This design comes from an exercise in tuning for small area, a short achievable clock period and few clock cycles per item on the open sky130 flow, not from production work. Function not checked in this run: the RTL went through the layout flow alone.

==> flow/design.v <==
module top(input [31:0] p,q,
           output [31:0] gcd,y,
           output done,
           input clk,start);
  reg [31:0] u, v, x, w;
  reg        d;
  assign gcd  = u;
  assign y    = x;
  assign done = d;
  wire [31:0] uv = u | v;
  wire [31:0] below;
  assign below[0] = 1'b0;
  genvar i;
  generate for (i = 1; i < 32; i = i + 1) begin : g_pre
    assign below[i] = below[i-1] | uv[i-1];
  end endgenerate
  wire [31:0] m0 = uv & ~below;
  wire [31:0] m1 = {m0[30:0], 1'b0};
  wire [31:0] m2 = {m1[30:0], 1'b0};
  wire s0_pu = |(u & m0);
  wire s0_pv = |(v & m0);
  wire s0_ge; wire [31:0] s0_dd, s0_xs;
  absdiff32 s0_cmp (.v(v), .u(u), .dd(s0_dd), .ge(s0_ge));
  wire s0_sw = s0_pv & ~s0_ge;
  add32 s0_add (.a(x), .b(w & {32{s0_pv}}), .s(s0_xs));
  wire [31:0] s0_un = !s0_pu ? v : s0_sw ? v : u;
  wire [31:0] s0_vn = !s0_pu ? u : s0_pv ? s0_dd : v;
  wire [31:0] s0_xn = !s0_pu ? w : s0_xs;
  wire [31:0] s0_wn = !s0_pu ? x : s0_sw ? x : w;
  wire s0_h1 = ~|(s0_vn & m1);
  wire s0_h2 = ~|(s0_vn & m2);
  reg [31:0] s0_vh, s0_wh;
  always @* begin
    s0_vh = {1'b0, s0_vn[31:1]}; s0_wh = {s0_wn[30:0], 1'b0};
    if (s0_h1) begin s0_vh = {2'b0, s0_vn[31:2]}; s0_wh = {s0_wn[29:0], 2'b0}; end
    if (s0_h1 & s0_h2) begin s0_vh = {3'b0, s0_vn[31:3]}; s0_wh = {s0_wn[28:0], 3'b0}; end
  end
  wire [31:0] u1 = s0_un;
  wire [31:0] v1 = s0_vh;
  wire [31:0] w1 = s0_wh;
  wire [31:0] x1 = s0_xn;
  wire s1_pu = |(u1 & m0);
  wire s1_pv = |(v1 & m0);
  wire s1_ge; wire [31:0] s1_dd, s1_xs;
  absdiff32 s1_cmp (.v(v1), .u(u1), .dd(s1_dd), .ge(s1_ge));
  wire s1_sw = s1_pv & ~s1_ge;
  add32 s1_add (.a(x1), .b(w1 & {32{s1_pv}}), .s(s1_xs));
  wire [31:0] s1_un = s1_sw ? v1 : u1;
  wire [31:0] s1_vn = s1_pv ? s1_dd : v1;
  wire [31:0] s1_xn = s1_xs;
  wire [31:0] s1_wn = s1_sw ? x1 : w1;
  wire s1_h1 = ~|(s1_vn & m1);
  wire s1_h2 = ~|(s1_vn & m2);
  reg [31:0] s1_vh, s1_wh;
  always @* begin
    s1_vh = {1'b0, s1_vn[31:1]}; s1_wh = {s1_wn[30:0], 1'b0};
    if (s1_h1) begin s1_vh = {2'b0, s1_vn[31:2]}; s1_wh = {s1_wn[29:0], 2'b0}; end
    if (s1_h1 & s1_h2) begin s1_vh = {3'b0, s1_vn[31:3]}; s1_wh = {s1_wn[28:0], 3'b0}; end
  end
  wire [31:0] u2 = s1_un;
  wire [31:0] v2 = s1_vh;
  wire [31:0] w2 = s1_wh;
  wire [31:0] x2 = s1_xn;
  wire s2_pu = |(u2 & m0);
  wire s2_pv = |(v2 & m0);
  wire s2_ge; wire [31:0] s2_dd, s2_xs;
  absdiff32 s2_cmp (.v(v2), .u(u2), .dd(s2_dd), .ge(s2_ge));
  wire s2_sw = s2_pv & ~s2_ge;
  add32 s2_add (.a(x2), .b(w2 & {32{s2_pv}}), .s(s2_xs));
  wire [31:0] s2_un = s2_sw ? v2 : u2;
  wire [31:0] s2_vn = s2_pv ? s2_dd : v2;
  wire [31:0] s2_xn = s2_xs;
  wire [31:0] s2_wn = s2_sw ? x2 : w2;
  wire s2_h1 = ~|(s2_vn & m1);
  wire s2_h2 = ~|(s2_vn & m2);
  reg [31:0] s2_vh, s2_wh;
  always @* begin
    s2_vh = {1'b0, s2_vn[31:1]}; s2_wh = {s2_wn[30:0], 1'b0};
    if (s2_h1) begin s2_vh = {2'b0, s2_vn[31:2]}; s2_wh = {s2_wn[29:0], 2'b0}; end
    if (s2_h1 & s2_h2) begin s2_vh = {3'b0, s2_vn[31:3]}; s2_wh = {s2_wn[28:0], 3'b0}; end
  end
  wire [31:0] nu_f = s2_un;
  wire [31:0] nv_f = s2_vh;
  wire [31:0] nw_f = s2_wh;
  wire [31:0] nx_f = s2_xn;
  wire [31:0] pm1, qm1;
  dec32 dec_p (.a(p), .y(pm1));
  dec32 dec_q (.a(q), .y(qm1));
  wire fin = (v2 == 32'd0) | (v2 == u2);
  always @(posedge clk) begin
    if (start) begin
      u <= pm1;
      v <= qm1;
      x <= qm1;
      w <= 32'd0;
    end else begin
      u <= nu_f;
      v <= nv_f;
      x <= nx_f;
      w <= nw_f;
    end
    d <= !start & fin;
  end
endmodule
module dec32(input [31:0] a, output [31:0] y);
  wire [31:0] z;   
  assign z[0] = 1'b1;
  genvar i;
  generate for (i = 1; i < 32; i = i + 1) begin : g_z
    assign z[i] = ~|a[i-1:0];
  end endgenerate
  assign y = a ^ z;
endmodule
module absdiff32(input [31:0] v, input [31:0] u, output [31:0] dd, output ge);
  wire [31:0] nu = ~u;
  wire [31:0] c_g = v & nu;
  wire [31:0] c_p = v ^ nu;
  wire c_n1g = c_g[1] | (c_p[1] & c_g[0]);
  wire c_n1p = c_p[1] & c_p[0];
  wire c_n2g = c_g[3] | (c_p[3] & c_g[2]);
  wire c_n2p = c_p[3] & c_p[2];
  wire c_n3g = c_g[5] | (c_p[5] & c_g[4]);
  wire c_n3p = c_p[5] & c_p[4];
  wire c_n4g = c_g[7] | (c_p[7] & c_g[6]);
  wire c_n4p = c_p[7] & c_p[6];
  wire c_n5g = c_g[9] | (c_p[9] & c_g[8]);
  wire c_n5p = c_p[9] & c_p[8];
  wire c_n6g = c_g[11] | (c_p[11] & c_g[10]);
  wire c_n6p = c_p[11] & c_p[10];
  wire c_n7g = c_g[13] | (c_p[13] & c_g[12]);
  wire c_n7p = c_p[13] & c_p[12];
  wire c_n8g = c_g[15] | (c_p[15] & c_g[14]);
  wire c_n8p = c_p[15] & c_p[14];
  wire c_n9g = c_g[17] | (c_p[17] & c_g[16]);
  wire c_n9p = c_p[17] & c_p[16];
  wire c_n10g = c_g[19] | (c_p[19] & c_g[18]);
  wire c_n10p = c_p[19] & c_p[18];
  wire c_n11g = c_g[21] | (c_p[21] & c_g[20]);
  wire c_n11p = c_p[21] & c_p[20];
  wire c_n12g = c_g[23] | (c_p[23] & c_g[22]);
  wire c_n12p = c_p[23] & c_p[22];
  wire c_n13g = c_g[25] | (c_p[25] & c_g[24]);
  wire c_n13p = c_p[25] & c_p[24];
  wire c_n14g = c_g[27] | (c_p[27] & c_g[26]);
  wire c_n14p = c_p[27] & c_p[26];
  wire c_n15g = c_g[29] | (c_p[29] & c_g[28]);
  wire c_n15p = c_p[29] & c_p[28];
  wire c_n16g = c_g[31] | (c_p[31] & c_g[30]);
  wire c_n16p = c_p[31] & c_p[30];
  wire c_n17g = c_n2g | (c_n2p & c_n1g);
  wire c_n17p = c_n2p & c_n1p;
  wire c_n18g = c_n4g | (c_n4p & c_n3g);
  wire c_n18p = c_n4p & c_n3p;
  wire c_n19g = c_n6g | (c_n6p & c_n5g);
  wire c_n19p = c_n6p & c_n5p;
  wire c_n20g = c_n8g | (c_n8p & c_n7g);
  wire c_n20p = c_n8p & c_n7p;
  wire c_n21g = c_n10g | (c_n10p & c_n9g);
  wire c_n21p = c_n10p & c_n9p;
  wire c_n22g = c_n12g | (c_n12p & c_n11g);
  wire c_n22p = c_n12p & c_n11p;
  wire c_n23g = c_n14g | (c_n14p & c_n13g);
  wire c_n23p = c_n14p & c_n13p;
  wire c_n24g = c_n16g | (c_n16p & c_n15g);
  wire c_n24p = c_n16p & c_n15p;
  wire c_n25g = c_n18g | (c_n18p & c_n17g);
  wire c_n25p = c_n18p & c_n17p;
  wire c_n26g = c_n20g | (c_n20p & c_n19g);
  wire c_n26p = c_n20p & c_n19p;
  wire c_n27g = c_n22g | (c_n22p & c_n21g);
  wire c_n27p = c_n22p & c_n21p;
  wire c_n28g = c_n24g | (c_n24p & c_n23g);
  wire c_n28p = c_n24p & c_n23p;
  wire c_n29g = c_n26g | (c_n26p & c_n25g);
  wire c_n29p = c_n26p & c_n25p;
  wire c_n30g = c_n28g | (c_n28p & c_n27g);
  wire c_n30p = c_n28p & c_n27p;
  wire c_n31g = c_n30g | (c_n30p & c_n29g);
  wire c_n31p = c_n30p & c_n29p;
  wire c_n32g = c_n27g | (c_n27p & c_n29g);
  wire c_n32p = c_n27p & c_n29p;
  wire c_n33g = c_n19g | (c_n19p & c_n25g);
  wire c_n33p = c_n19p & c_n25p;
  wire c_n34g = c_n21g | (c_n21p & c_n29g);
  wire c_n34p = c_n21p & c_n29p;
  wire c_n35g = c_n23g | (c_n23p & c_n32g);
  wire c_n35p = c_n23p & c_n32p;
  wire c_n36g = c_n3g | (c_n3p & c_n17g);
  wire c_n36p = c_n3p & c_n17p;
  wire c_n37g = c_n5g | (c_n5p & c_n25g);
  wire c_n37p = c_n5p & c_n25p;
  wire c_n38g = c_n7g | (c_n7p & c_n33g);
  wire c_n38p = c_n7p & c_n33p;
  wire c_n39g = c_n9g | (c_n9p & c_n29g);
  wire c_n39p = c_n9p & c_n29p;
  wire c_n40g = c_n11g | (c_n11p & c_n34g);
  wire c_n40p = c_n11p & c_n34p;
  wire c_n41g = c_n13g | (c_n13p & c_n32g);
  wire c_n41p = c_n13p & c_n32p;
  wire c_n42g = c_n15g | (c_n15p & c_n35g);
  wire c_n42p = c_n15p & c_n35p;
  wire c_n43g = c_g[2] | (c_p[2] & c_n1g);
  wire c_n43p = c_p[2] & c_n1p;
  wire c_n44g = c_g[4] | (c_p[4] & c_n17g);
  wire c_n44p = c_p[4] & c_n17p;
  wire c_n45g = c_g[6] | (c_p[6] & c_n36g);
  wire c_n45p = c_p[6] & c_n36p;
  wire c_n46g = c_g[8] | (c_p[8] & c_n25g);
  wire c_n46p = c_p[8] & c_n25p;
  wire c_n47g = c_g[10] | (c_p[10] & c_n37g);
  wire c_n47p = c_p[10] & c_n37p;
  wire c_n48g = c_g[12] | (c_p[12] & c_n33g);
  wire c_n48p = c_p[12] & c_n33p;
  wire c_n49g = c_g[14] | (c_p[14] & c_n38g);
  wire c_n49p = c_p[14] & c_n38p;
  wire c_n50g = c_g[16] | (c_p[16] & c_n29g);
  wire c_n50p = c_p[16] & c_n29p;
  wire c_n51g = c_g[18] | (c_p[18] & c_n39g);
  wire c_n51p = c_p[18] & c_n39p;
  wire c_n52g = c_g[20] | (c_p[20] & c_n34g);
  wire c_n52p = c_p[20] & c_n34p;
  wire c_n53g = c_g[22] | (c_p[22] & c_n40g);
  wire c_n53p = c_p[22] & c_n40p;
  wire c_n54g = c_g[24] | (c_p[24] & c_n32g);
  wire c_n54p = c_p[24] & c_n32p;
  wire c_n55g = c_g[26] | (c_p[26] & c_n41g);
  wire c_n55p = c_p[26] & c_n41p;
  wire c_n56g = c_g[28] | (c_p[28] & c_n35g);
  wire c_n56p = c_p[28] & c_n35p;
  wire c_n57g = c_g[30] | (c_p[30] & c_n42g);
  wire c_n57p = c_p[30] & c_n42p;
  wire [31:0] c_G = {c_n31g, c_n57g, c_n42g, c_n56g, c_n35g, c_n55g, c_n41g, c_n54g, c_n32g, c_n53g, c_n40g, c_n52g, c_n34g, c_n51g, c_n39g, c_n50g, c_n29g, c_n49g, c_n38g, c_n48g, c_n33g, c_n47g, c_n37g, c_n46g, c_n25g, c_n45g, c_n36g, c_n44g, c_n17g, c_n43g, c_n1g, c_g[0]};
  wire [31:0] c_P = {c_n31p, c_n57p, c_n42p, c_n56p, c_n35p, c_n55p, c_n41p, c_n54p, c_n32p, c_n53p, c_n40p, c_n52p, c_n34p, c_n51p, c_n39p, c_n50p, c_n29p, c_n49p, c_n38p, c_n48p, c_n33p, c_n47p, c_n37p, c_n46p, c_n25p, c_n45p, c_n36p, c_n44p, c_n17p, c_n43p, c_n1p, c_p[0]};
  assign ge = c_G[31] | c_P[31];
  wire [31:0] c0 = {c_G[30:0], 1'b0};
  wire [31:0] c1 = {c_G[30:0] | c_P[30:0], 1'b1};
  assign dd = c_p ^ (ge ? c1 : ~c0);
endmodule
module add32(input [31:0] a, input [31:0] b, output [31:0] s);
  wire [31:0] a_g = a & b;
  wire [31:0] a_p = a ^ b;
  wire a_n1g = a_g[1] | (a_p[1] & a_g[0]);
  wire a_n1p = a_p[1] & a_p[0];
  wire a_n2g = a_g[3] | (a_p[3] & a_g[2]);
  wire a_n2p = a_p[3] & a_p[2];
  wire a_n3g = a_g[5] | (a_p[5] & a_g[4]);
  wire a_n3p = a_p[5] & a_p[4];
  wire a_n4g = a_g[7] | (a_p[7] & a_g[6]);
  wire a_n4p = a_p[7] & a_p[6];
  wire a_n5g = a_g[9] | (a_p[9] & a_g[8]);
  wire a_n5p = a_p[9] & a_p[8];
  wire a_n6g = a_g[11] | (a_p[11] & a_g[10]);
  wire a_n6p = a_p[11] & a_p[10];
  wire a_n7g = a_g[13] | (a_p[13] & a_g[12]);
  wire a_n7p = a_p[13] & a_p[12];
  wire a_n8g = a_g[15] | (a_p[15] & a_g[14]);
  wire a_n8p = a_p[15] & a_p[14];
  wire a_n9g = a_g[17] | (a_p[17] & a_g[16]);
  wire a_n9p = a_p[17] & a_p[16];
  wire a_n10g = a_g[19] | (a_p[19] & a_g[18]);
  wire a_n10p = a_p[19] & a_p[18];
  wire a_n11g = a_g[21] | (a_p[21] & a_g[20]);
  wire a_n11p = a_p[21] & a_p[20];
  wire a_n12g = a_g[23] | (a_p[23] & a_g[22]);
  wire a_n12p = a_p[23] & a_p[22];
  wire a_n13g = a_g[25] | (a_p[25] & a_g[24]);
  wire a_n13p = a_p[25] & a_p[24];
  wire a_n14g = a_g[27] | (a_p[27] & a_g[26]);
  wire a_n14p = a_p[27] & a_p[26];
  wire a_n15g = a_g[29] | (a_p[29] & a_g[28]);
  wire a_n15p = a_p[29] & a_p[28];
  wire a_n16g = a_g[31] | (a_p[31] & a_g[30]);
  wire a_n16p = a_p[31] & a_p[30];
  wire a_n17g = a_n2g | (a_n2p & a_n1g);
  wire a_n17p = a_n2p & a_n1p;
  wire a_n18g = a_n4g | (a_n4p & a_n3g);
  wire a_n18p = a_n4p & a_n3p;
  wire a_n19g = a_n6g | (a_n6p & a_n5g);
  wire a_n19p = a_n6p & a_n5p;
  wire a_n20g = a_n8g | (a_n8p & a_n7g);
  wire a_n20p = a_n8p & a_n7p;
  wire a_n21g = a_n10g | (a_n10p & a_n9g);
  wire a_n21p = a_n10p & a_n9p;
  wire a_n22g = a_n12g | (a_n12p & a_n11g);
  wire a_n22p = a_n12p & a_n11p;
  wire a_n23g = a_n14g | (a_n14p & a_n13g);
  wire a_n23p = a_n14p & a_n13p;
  wire a_n24g = a_n16g | (a_n16p & a_n15g);
  wire a_n24p = a_n16p & a_n15p;
  wire a_n25g = a_n18g | (a_n18p & a_n17g);
  wire a_n25p = a_n18p & a_n17p;
  wire a_n26g = a_n20g | (a_n20p & a_n19g);
  wire a_n26p = a_n20p & a_n19p;
  wire a_n27g = a_n22g | (a_n22p & a_n21g);
  wire a_n27p = a_n22p & a_n21p;
  wire a_n28g = a_n24g | (a_n24p & a_n23g);
  wire a_n28p = a_n24p & a_n23p;
  wire a_n29g = a_n26g | (a_n26p & a_n25g);
  wire a_n29p = a_n26p & a_n25p;
  wire a_n30g = a_n28g | (a_n28p & a_n27g);
  wire a_n30p = a_n28p & a_n27p;
  wire a_n31g = a_n30g | (a_n30p & a_n29g);
  wire a_n31p = a_n30p & a_n29p;
  wire a_n32g = a_n27g | (a_n27p & a_n29g);
  wire a_n32p = a_n27p & a_n29p;
  wire a_n33g = a_n19g | (a_n19p & a_n25g);
  wire a_n33p = a_n19p & a_n25p;
  wire a_n34g = a_n21g | (a_n21p & a_n29g);
  wire a_n34p = a_n21p & a_n29p;
  wire a_n35g = a_n23g | (a_n23p & a_n32g);
  wire a_n35p = a_n23p & a_n32p;
  wire a_n36g = a_n3g | (a_n3p & a_n17g);
  wire a_n36p = a_n3p & a_n17p;
  wire a_n37g = a_n5g | (a_n5p & a_n25g);
  wire a_n37p = a_n5p & a_n25p;
  wire a_n38g = a_n7g | (a_n7p & a_n33g);
  wire a_n38p = a_n7p & a_n33p;
  wire a_n39g = a_n9g | (a_n9p & a_n29g);
  wire a_n39p = a_n9p & a_n29p;
  wire a_n40g = a_n11g | (a_n11p & a_n34g);
  wire a_n40p = a_n11p & a_n34p;
  wire a_n41g = a_n13g | (a_n13p & a_n32g);
  wire a_n41p = a_n13p & a_n32p;
  wire a_n42g = a_n15g | (a_n15p & a_n35g);
  wire a_n42p = a_n15p & a_n35p;
  wire a_n43g = a_g[2] | (a_p[2] & a_n1g);
  wire a_n43p = a_p[2] & a_n1p;
  wire a_n44g = a_g[4] | (a_p[4] & a_n17g);
  wire a_n44p = a_p[4] & a_n17p;
  wire a_n45g = a_g[6] | (a_p[6] & a_n36g);
  wire a_n45p = a_p[6] & a_n36p;
  wire a_n46g = a_g[8] | (a_p[8] & a_n25g);
  wire a_n46p = a_p[8] & a_n25p;
  wire a_n47g = a_g[10] | (a_p[10] & a_n37g);
  wire a_n47p = a_p[10] & a_n37p;
  wire a_n48g = a_g[12] | (a_p[12] & a_n33g);
  wire a_n48p = a_p[12] & a_n33p;
  wire a_n49g = a_g[14] | (a_p[14] & a_n38g);
  wire a_n49p = a_p[14] & a_n38p;
  wire a_n50g = a_g[16] | (a_p[16] & a_n29g);
  wire a_n50p = a_p[16] & a_n29p;
  wire a_n51g = a_g[18] | (a_p[18] & a_n39g);
  wire a_n51p = a_p[18] & a_n39p;
  wire a_n52g = a_g[20] | (a_p[20] & a_n34g);
  wire a_n52p = a_p[20] & a_n34p;
  wire a_n53g = a_g[22] | (a_p[22] & a_n40g);
  wire a_n53p = a_p[22] & a_n40p;
  wire a_n54g = a_g[24] | (a_p[24] & a_n32g);
  wire a_n54p = a_p[24] & a_n32p;
  wire a_n55g = a_g[26] | (a_p[26] & a_n41g);
  wire a_n55p = a_p[26] & a_n41p;
  wire a_n56g = a_g[28] | (a_p[28] & a_n35g);
  wire a_n56p = a_p[28] & a_n35p;
  wire a_n57g = a_g[30] | (a_p[30] & a_n42g);
  wire a_n57p = a_p[30] & a_n42p;
  wire [31:0] a_G = {a_n31g, a_n57g, a_n42g, a_n56g, a_n35g, a_n55g, a_n41g, a_n54g, a_n32g, a_n53g, a_n40g, a_n52g, a_n34g, a_n51g, a_n39g, a_n50g, a_n29g, a_n49g, a_n38g, a_n48g, a_n33g, a_n47g, a_n37g, a_n46g, a_n25g, a_n45g, a_n36g, a_n44g, a_n17g, a_n43g, a_n1g, a_g[0]};
  assign s = a_p ^ {a_G[30:0], 1'b0};
endmodule
==> flow/flow/run.sh <==
#!/bin/bash
# The standard layout, with two changes in how it is made:
#  - repair_timing aims for 66.5 ns of setup slack at the design's 85 ns clock
#    (the SDC is unchanged), so the resizer works on the real critical paths;
#  - ports are buffered with buf_4 instead of the slow default delay buffer.
set -euo pipefail
bash standard.sh SETUP_SLACK_MARGIN=66.5 "BUFFER_PORTS_ARGS=-buffer_cell sky130_fd_sc_hd__buf_4" finish > standard_flow.log 2>&1
==> flow/standard.sh <==
#!/bin/bash
# synth_recipe.tcl (not shown) runs the flow's synth.tcl, then flattens the netlist and writes it again
# the make line also repeats each setting of config.mk as NAME=value (left out here)
make -C /OpenROAD-flow-scripts/flow DESIGN_CONFIG=/design/flow/config.mk WORK_HOME=/design/flow/orfs CLKGATE_MAP_FILE= SYNTH_SCRIPT=/design/flow/synth_recipe.tcl "${@:-finish}"
==> flow/config.mk <==
export PLATFORM = sky130hd
export DESIGN_NAME = top
export DESIGN_NICKNAME = top
export VERILOG_FILES = /design/flow/design.v
export SDC_FILE = /design/flow/constraint.sdc
export NUM_CORES = 4
export LEC_CHECK = 0
export CAP_MARGIN = 20
export CORE_MARGIN = 2
export CORE_UTILIZATION = 40
export SLEW_MARGIN = 20
export SYNTH_HIERARCHICAL = 1
==> flow/constraint.sdc <==
create_clock -name core_clock -period 85.0 [get_ports {clk}]
set_input_delay 17.0000 -clock core_clock [delete_from_list [all_inputs] [get_ports {clk}]]
set_output_delay 17.0000 -clock core_clock [all_outputs]
set_load 0.01 [all_outputs]
==> metrics.cfg <==
[clocking]
cts_root_buffer=clkbuf_16
cts_htree_levels=4
clock_latency_ns=0.49
cts_buffers=17
cts_tree=built
cts_num_sinks=128
clock_path_buffers=2
cts-hold-fix-buffers=0
clk_pin_slew_ns=0.08

[place]
io_buffers=130
hpwl_mm=104.9
preCtsSetupSlack_ns=65.93
place_congestion=1.067
place_area_um2=30180

[setup_path]
cp_top_family=flip-flops
reg2reg_depth=50
worst-setup-path-type=flip-flop to output port
required_ns=68.00
critPathMaxFanout=8
cp-start-kind=flip-flop
worst_r2r_endpoint=v[26]$_DFF_P_
r2r_slack_ns=67.11
crit_path_cell_trace=buf_4
path_buf_inv=1
worst-endpoint-arrival_ns=1.48
end_kind=output port
critPathMaxStageDelay_ns=0.77
crit_path_top_delay_cell=dfxtp_1
reg2reg_from=v[6]$_DFF_P_

[drt]
via_per_inst=6.336
avgRoutedWirePerCell_um=27.03
routed_wl_mm=133.3
via_count=31250
drc_errors=0
dr.pass1.iters=6
first_iter_violations=3654
drt.antenna.violating_nets=0

[grt]
antenna_found_initial=3
grt_use_total=0.3507
grt.overflow.total=0
grt_pass1_wl_mm=192.9
grt_pass1_vias=28990
grt_max_degree=86

[die]
num_io_pins=131
start_util=0.4041
core_area_um2=70150
die_h_um=270.2
dieArea_um2=73020
die_w_um=270.2
rows=97

[timing]
maxSlewHeadroom=0.1197
setup_viol=0
hold_violations=0
rsz0062_at_grt=no
finClkSkew_ns=0.02213
tightest_slew_ns=1.307
report.final.slew_viol_count=0
final.setup.tns_ns=0
timing.final.ws_setup_ns=66.52
fmax_mhz=54.10
finalCritPeriodShare=0.2175
min_period_ns=18.48

[final_layout]
layout.cells.most_common=nand2_1
final_cell_mix=nand2_1 (452), inv_1 (316), nor2_1 (312), mux2i_1 (308)
fin_nets=4289
area_delta_synth_final_pct=9.144
num_antenna_cells=0
drive_above_1_share=0.1298
final_area_um2=30940

[yosys]
syn_avg_cell_area_um2=7.210
netlist_instances=3932
netlist_area_um2=28350
yosysWarnings=7

[job]
max_cap_violations=0

[outcome]
status=finished clean

[hold_path]
min_to=x[31]$_DFF_P_
hp-start=w[31]$_SDFF_PP0_
worstHoldPathCells=7
hp-class=flip-flop to flip-flop

## per-layer routing
layer | part of all wire | vias to the layer above | track usage
li1 | - | 14310 | -
met1 | 0.41 | 14950 | 0.4607
met2 | 0.43 | 1653 | 0.5465
met3 | 0.093 | 339 | 0.05681
met4 | 0.063 | 2 | 0.1928
met5 | 0.000098 | - | 0
## area by class of cell
class / count / area [um^2]
clock inverters: 13 / 107.6
fillers: 7508 / 39210
inverters: 322 / 1216
flip-flops and latches: 128 / 2564
clock buffers: 19 / 442.9
well taps: 940 / 1176
multi-input cells: 3293 / 23780
repair buffers: 217 / 1655
## state kept, by name (all words and copies together), names as in the netlist
register  count
d             1
u            32
v            32
w            31
x            32
## per-stage QoR
stage / utilization / instances / hold WS, ns
6_report: 0.4411 / 4932 / 1.076
5_1_grt: 0.4411 / 4932 / 1.164
4_1_cts: 0.4386 / 4918 / 1.076
3_5_place_dp: 0.4302 / 4882 / 1.043
3_3_place_gp: 0.4301 / 4881 / 1.032
2_1_floorplan: - / 3936 / 0.8302
## worst max-delay path by stage
| stage | from | endpoint | slack (ns) | depth (start not counted) |
|---|---|---|---|---|
| 6_report | u[28]$_DFF_P_ | gcd[28] | 66.52 | 1 |
| 5_1_grt | q[0] | v[27]$_DFF_P_ | 66.50 | 11 |
| 4_1_cts | u[16]$_DFF_P_ | gcd[16] | 66.53 | 1 |
| 3_5_place_dp | q[0] | v[22]$_DFF_P_ | 65.93 | 10 |
| 3_3_place_gp | q[0] | v[22]$_DFF_P_ | 65.92 | 10 |
| 2_1_floorplan | q[0] | v[15]$_DFF_P_ | 66.49 | 10 |
## repair_timing
action / 4_1_cts / 5_1_grt
setup endpoints to repair: 46 / 71
resized for setup: 2 / 19
pin swaps: 2 / 5
buffers inserted: 3 / 14
gates cloned: 1 / 0

## port drivers added, routing unchanged
The flow's constraints put no driver on any port. The routed layout listed below was extracted and timed again, unchanged, in two steps. Step 1 sets driving cells, clkbuf_16 on the clock port and buf_2 on the other inputs (assumed; they add their load-dependent delay and slew). Step 2 adds t to the input delays and takes it off the output delays; t is the mean of the earliest and latest rising clock arrival at the registers after step 1. Input paths then give back, and output paths get back, about the clock's delay inside the block. Slacks: ideal / step 1 / step 2; pairs: ideal / step 1.
t (ns): 0.549
setup slack, ns: 66.516 / 66.451 / 66.106
slew at the worst register clock pin (ns): 0.08 / 0.08
After both steps setup and hold are still met in this run. The setup slack of this run moves by -0.065 ns with the drivers and by -0.410 ns with both steps.
